What follows belongs to an exercise in optimizing a design on an open flow for small area; a production flow would make more cautious choices.
Where RTL was checked, it was by simulation tests only, not by an equivalence proof against the original.

== old ==
==> flow/design.v (excerpt) <==
module acdma_top (
  input  logic         clk,
  input  logic         rst,
  input  logic [127:0] data_in,
  output logic [127:0] decoded_out
);
  logic [15:1] chip;
  wire  [15:0] chipx = {chip, 1'b0};
  wire  [3:0]  ph = ~{chip[8], chip[4], chip[2], chip[1]};
  wire  [3:0]  nn = ~(ph + 4'h1);
  always_ff @(posedge clk) begin
    if (rst) chip <= 15'd0;
    else begin
      chip[1] <= nn[0];
      chip[2] <= nn[1];
      chip[3] <= nn[0] ^ nn[1];
      chip[4] <= nn[2];
      chip[5] <= nn[0] ^ nn[2];
      chip[6] <= nn[1] ^ nn[2];
      chip[7] <= nn[0] ^ nn[1] ^ nn[2];
      chip[8] <= nn[3];
      chip[9] <= nn[0] ^ nn[3];
      chip[10] <= nn[1] ^ nn[3];
      chip[11] <= nn[0] ^ nn[1] ^ nn[3];
      chip[12] <= nn[2] ^ nn[3];
      chip[13] <= nn[0] ^ nn[2] ^ nn[3];
      chip[14] <= nn[1] ^ nn[2] ^ nn[3];
      chip[15] <= nn[0] ^ nn[1] ^ nn[2] ^ nn[3];
    end
  end
  logic [127:0] w;
  ...
Size: ~1,200 cells after synthesis, roughly 300 flip-flops, about 15,000 µm² of cells after synthesis.
export LEC_CHECK = 0
export CAP_MARGIN = 20
export CORE_MARGIN = 2
export CORE_UTILIZATION = 40
export PLACE_DENSITY = 0.6
export SLEW_MARGIN = 20
export SYNTH_HIERARCHICAL = 1
export SYNTH_MINIMUM_KEEP_SIZE = 0
create_clock -name core_clock -period 4.0 [get_ports {clk}]
standard.sh (not shown) runs the stock make flow with config.mk's settings and CLKGATE_MAP_FILE= SYNTH_SCRIPT=/design/flow/synth_recipe.tcl, a recipe that flattens the netlist after the stock synthesis.
==> flow/flow/run.sh <==
#!/bin/bash
# The standard layout, with the smallest buffer on every input and output port
# instead of the flow's default choice, and clock tree synthesis without dummy
# loads and with smaller clock buffers.  make's output goes to flow_make.log.
set -euo pipefail
export BUFFER_PORTS_ARGS="-buffer_cell sky130_fd_sc_hd__buf_1"
export CTS_ARGS="-sink_clustering_enable -repair_clock_nets -dont_use_dummy_load -buf_list {sky130_fd_sc_hd__clkbuf_2 sky130_fd_sc_hd__clkbuf_4 sky130_fd_sc_hd__clkbuf_8}"
bash standard.sh > flow_make.log 2>&1
old | stages: all done | timing, DRC, antenna: all pass
Input changes introduced in new (baseline for comparison: old):
-- flow/flow/run.sh --
<<< old, line 7
export CTS_ARGS="-sink_clustering_enable -repair_clock_nets -dont_use_dummy_load -buf_list {sky130_fd_sc_hd__clkbuf_2 sky130_fd_sc_hd__clkbuf_4 sky130_fd_sc_hd__clkbuf_8}"
>>> new, line 7
export CTS_ARGS="-sink_clustering_enable -repair_clock_nets -dont_use_dummy_load -buf_list {sky130_fd_sc_hd__clkbuf_8 sky130_fd_sc_hd__clkbuf_16} -sink_clustering_size 30 -sink_clustering_max_diameter 100"
### Flow results
new — share of the clock period used by the worst path after layout 0.44 points higher, old as reference
Against old, new reports a clock buffer instance count of the final layout that is lower.
Against old, new comes in 320 µm² lower on design area.
The met3 wirelength from detailed routing of new is lower than that of old.
On number of clock sinks, old and new are neck and neck.
Function was not checked in any run of this note: the RTL went through the layout flow alone.

========
## exp/raven
Another version of the RTL of acdma_top (not shown whole).
For scale: roughly 300 flip-flops, ~260 I/O pins, ~15000 um2 of cells after synthesis.
clock: 4.0 ns
lec_check: 0
cap_margin: 20
core_margin: 2
core_utilization: 70
place_density: 0.8
slew_margin: 20
synth_hierarchical: 1
synth_minimum_keep_size: 0
==> flow/flow/run.sh <==
#!/bin/bash
# The standard layout, with the smallest buffer on every input and output port
# instead of the flow's default choice, and clock tree synthesis without dummy
# loads and with smaller clock buffers.  make's output goes to flow_make.log.
set -euo pipefail
export BUFFER_PORTS_ARGS="-buffer_cell sky130_fd_sc_hd__buf_1"
export CTS_ARGS="-sink_clustering_enable -repair_clock_nets -dont_use_dummy_load -buf_list {sky130_fd_sc_hd__clkbuf_8} -sink_clustering_size 20 -sink_clustering_max_diameter 60"
bash standard.sh > flow_make.log 2>&1
exp/raven reached the end of the flow, and the finished layout is clean on the timing, design-rule and antenna checks.
### exp/raven -> exp/zinc
# exp/raven
export LEC_CHECK = 0
export CAP_MARGIN = 20
export CORE_MARGIN = 2
export CORE_UTILIZATION = 70
export PLACE_DENSITY = 0.8
export SLEW_MARGIN = 20
export SYNTH_HIERARCHICAL = 1
export SYNTH_MINIMUM_KEEP_SIZE = 0
create_clock -name core_clock -period 4.0 [get_ports {clk}]
# exp/zinc
export LEC_CHECK = 0
export CAP_MARGIN = 20
export CORE_MARGIN = 2
export CORE_UTILIZATION = 70
export PLACE_DENSITY = 0.9
export SLEW_MARGIN = 20
export SYNTH_HIERARCHICAL = 1
export SYNTH_MINIMUM_KEEP_SIZE = 0
create_clock -name core_clock -period 4.0 [get_ports {clk}]
### Flow results
On final cell count, exp/raven and exp/zinc are basically level. As far as growth of design area from synthesis to finish is concerned, exp/zinc and exp/raven perform about the same.
Input changes introduced in exp/tundra (baseline for comparison: exp/zinc):
# exp/zinc
export LEC_CHECK = 0
export CAP_MARGIN = 20
export CORE_MARGIN = 2
export CORE_UTILIZATION = 70
export PLACE_DENSITY = 0.9
export SLEW_MARGIN = 20
export SYNTH_HIERARCHICAL = 1
export SYNTH_MINIMUM_KEEP_SIZE = 0
create_clock -name core_clock -period 4.0 [get_ports {clk}]
# exp/tundra
export LEC_CHECK = 0
export CAP_MARGIN = 20
export CORE_MARGIN = 2
export CORE_UTILIZATION = 55
export PLACE_DENSITY = 0.7
export SLEW_MARGIN = 20
export SYNTH_HIERARCHICAL = 1
export SYNTH_MINIMUM_KEEP_SIZE = 0
create_clock -name core_clock -period 4.0 [get_ports {clk}]
-- flow/flow/run.sh --
<<< exp/zinc, line 7
export CTS_ARGS="-sink_clustering_enable -repair_clock_nets -dont_use_dummy_load -buf_list {sky130_fd_sc_hd__clkbuf_8} -sink_clustering_size 20 -sink_clustering_max_diameter 60"
>>> exp/tundra, line 7
export CTS_ARGS="-sink_clustering_enable -repair_clock_nets -dont_use_dummy_load -buf_list {sky130_fd_sc_hd__clkbuf_8 sky130_fd_sc_hd__clkbuf_16} -sink_clustering_size 30 -sink_clustering_max_diameter 100"
--- outcome ---
exp/zinc -> exp/tundra: area share of buffers outside the clock network flat
Compared with exp/zinc, die area in exp/tundra increased by more than a quarter.
The final reports for exp/tundra and exp/zinc show path length in cells of the critical path higher in the former.
Max-slew headroom at the worst pin (higher): exp/tundra
Diff exp/zinc -> exp/tundra: row count now sits higher, post-synthesis compound-gate area fraction now sits at about the same level.
Inputs modified between exp/tundra and exp/ember:
# exp/tundra
export LEC_CHECK = 0
export CAP_MARGIN = 20
export CORE_MARGIN = 2
export CORE_UTILIZATION = 55
export PLACE_DENSITY = 0.7
export SLEW_MARGIN = 20
export SYNTH_HIERARCHICAL = 1
export SYNTH_MINIMUM_KEEP_SIZE = 0
create_clock -name core_clock -period 4.0 [get_ports {clk}]
# exp/ember
export LEC_CHECK = 0
export CAP_MARGIN = 20
export CORE_MARGIN = 2
export CORE_UTILIZATION = 70
export PLACE_DENSITY = 0.8
export SLEW_MARGIN = 20
export SYNTH_HIERARCHICAL = 1
export SYNTH_MINIMUM_KEEP_SIZE = 0
create_clock -name core_clock -period 4.0 [get_ports {clk}]
[summary]
exp/ember: done, clean on timing, DRC and antenna
Diff exp/tundra and exp/ember: finished layout cell area higher in exp/tundra
Compared exp/ember vs exp/tundra, and critical path depth is down in exp/ember.
| area occupied by multi-input gates | exp/ember vs exp/tundra | ≈ equal |
[inputs] exp/maple vs exp/ember
# exp/ember
export LEC_CHECK = 0
export CAP_MARGIN = 20
export CORE_MARGIN = 2
export CORE_UTILIZATION = 70
export PLACE_DENSITY = 0.8
export SLEW_MARGIN = 20
export SYNTH_HIERARCHICAL = 1
export SYNTH_MINIMUM_KEEP_SIZE = 0
create_clock -name core_clock -period 4.0 [get_ports {clk}]
# exp/maple
export LEC_CHECK = 0
export CAP_MARGIN = 20
export CORE_MARGIN = 2
export CORE_UTILIZATION = 70
export PLACE_DENSITY = 0.7
export SLEW_MARGIN = 20
export SYNTH_HIERARCHICAL = 1
export SYNTH_MINIMUM_KEEP_SIZE = 0
create_clock -name core_clock -period 4.0 [get_ports {clk}]
-- flow/flow/run.sh --
<<< exp/ember, line 7
export CTS_ARGS="-sink_clustering_enable -repair_clock_nets -dont_use_dummy_load -buf_list {sky130_fd_sc_hd__clkbuf_8 sky130_fd_sc_hd__clkbuf_16} -sink_clustering_size 30 -sink_clustering_max_diameter 100"
>>> exp/maple, line 7
export CTS_ARGS="-sink_clustering_enable -repair_clock_nets -dont_use_dummy_load -buf_list {sky130_fd_sc_hd__clkbuf_8} -sink_clustering_size 20 -sink_clustering_max_diameter 60"
[summary]
[exp/maple] ratio of final minimum period to clock period rose 0.43 points relative to exp/ember
The sequential share of layout area on exp/maple is in line with that on exp/ember.
Comparing exp/ember against exp/maple, there is no change at all in number of core rows.
--- input diff exp/maple..exp/juniper ---
# exp/maple
export LEC_CHECK = 0
export CAP_MARGIN = 20
export CORE_MARGIN = 2
export CORE_UTILIZATION = 70
export PLACE_DENSITY = 0.7
export SLEW_MARGIN = 20
export SYNTH_HIERARCHICAL = 1
export SYNTH_MINIMUM_KEEP_SIZE = 0
create_clock -name core_clock -period 4.0 [get_ports {clk}]
# exp/juniper
export LEC_CHECK = 0
export CAP_MARGIN = 20
export CORE_MARGIN = 2
export CORE_UTILIZATION = 40
export PLACE_DENSITY = 0.6
export SLEW_MARGIN = 20
export SYNTH_HIERARCHICAL = 1
export SYNTH_MINIMUM_KEEP_SIZE = 0
create_clock -name core_clock -period 4.0 [get_ports {clk}]
-- flow/flow/run.sh --
<<< exp/maple, line 7
export CTS_ARGS="-sink_clustering_enable -repair_clock_nets -dont_use_dummy_load -buf_list {sky130_fd_sc_hd__clkbuf_8} -sink_clustering_size 20 -sink_clustering_max_diameter 60"
>>> exp/juniper, line 7
export CTS_ARGS="-sink_clustering_enable -repair_clock_nets -dont_use_dummy_load -buf_list {sky130_fd_sc_hd__clkbuf_8 sky130_fd_sc_hd__clkbuf_16} -sink_clustering_size 30 -sink_clustering_max_diameter 100"
## What came out
- Comparing exp/juniper and exp/maple, the higher layout overhead on the synthesized area was measured on exp/juniper.
- Reported for exp/juniper and exp/maple, number of buffers inserted by hold repair at cts turned out identical to the last digit.
- Critical path depth is lower on exp/maple
- exp/maple has lower final setup slack of the worst path than exp/juniper.

## port drivers added, routing unchanged
The flow's constraints put no driver on any port. The routed layouts listed below were extracted and timed again, unchanged, in two steps. Step 1 (the two cells are an assumption about what drives the block):
set clk [get_ports {clk}]
set_driving_cell -lib_cell sky130_fd_sc_hd__clkbuf_16 $clk
set_driving_cell -lib_cell sky130_fd_sc_hd__buf_2 [delete_from_list [all_inputs] $clk]
Step 2 adds t to the input delays and takes it off the output delays; t is the mean of the earliest and latest rising clock arrival at the registers after step 1. Input paths then give back, and output paths get back, about the clock's delay inside the block. Slacks: no drivers / after step 1 / after step 2; pairs: no drivers / after step 1.
run | t (ns) | setup slack, ns | worst register clock-pin slew, ns
old | 0.573 | 0.115 / 0.115 / 0.115 | 0.06 / 0.06
new | 0.522 | 0.097 / 0.097 / 0.097 | 0.11 / 0.11
exp/raven | 0.538 | 0.143 / 0.143 / 0.143 | 0.12 / 0.12
exp/zinc | 0.566 | 0.078 / 0.078 / 0.078 | 0.12 / 0.12
exp/tundra | 0.525 | 0.131 / 0.131 / 0.131 | 0.11 / 0.11
exp/ember | 0.516 | 0.169 / 0.169 / 0.169 | 0.11 / 0.11
exp/maple | 0.554 | 0.151 / 0.151 / 0.151 | 0.12 / 0.12
exp/juniper | 0.525 | 0.186 / 0.186 / 0.186 | 0.11 / 0.11
After both steps every run listed still meets setup and hold.
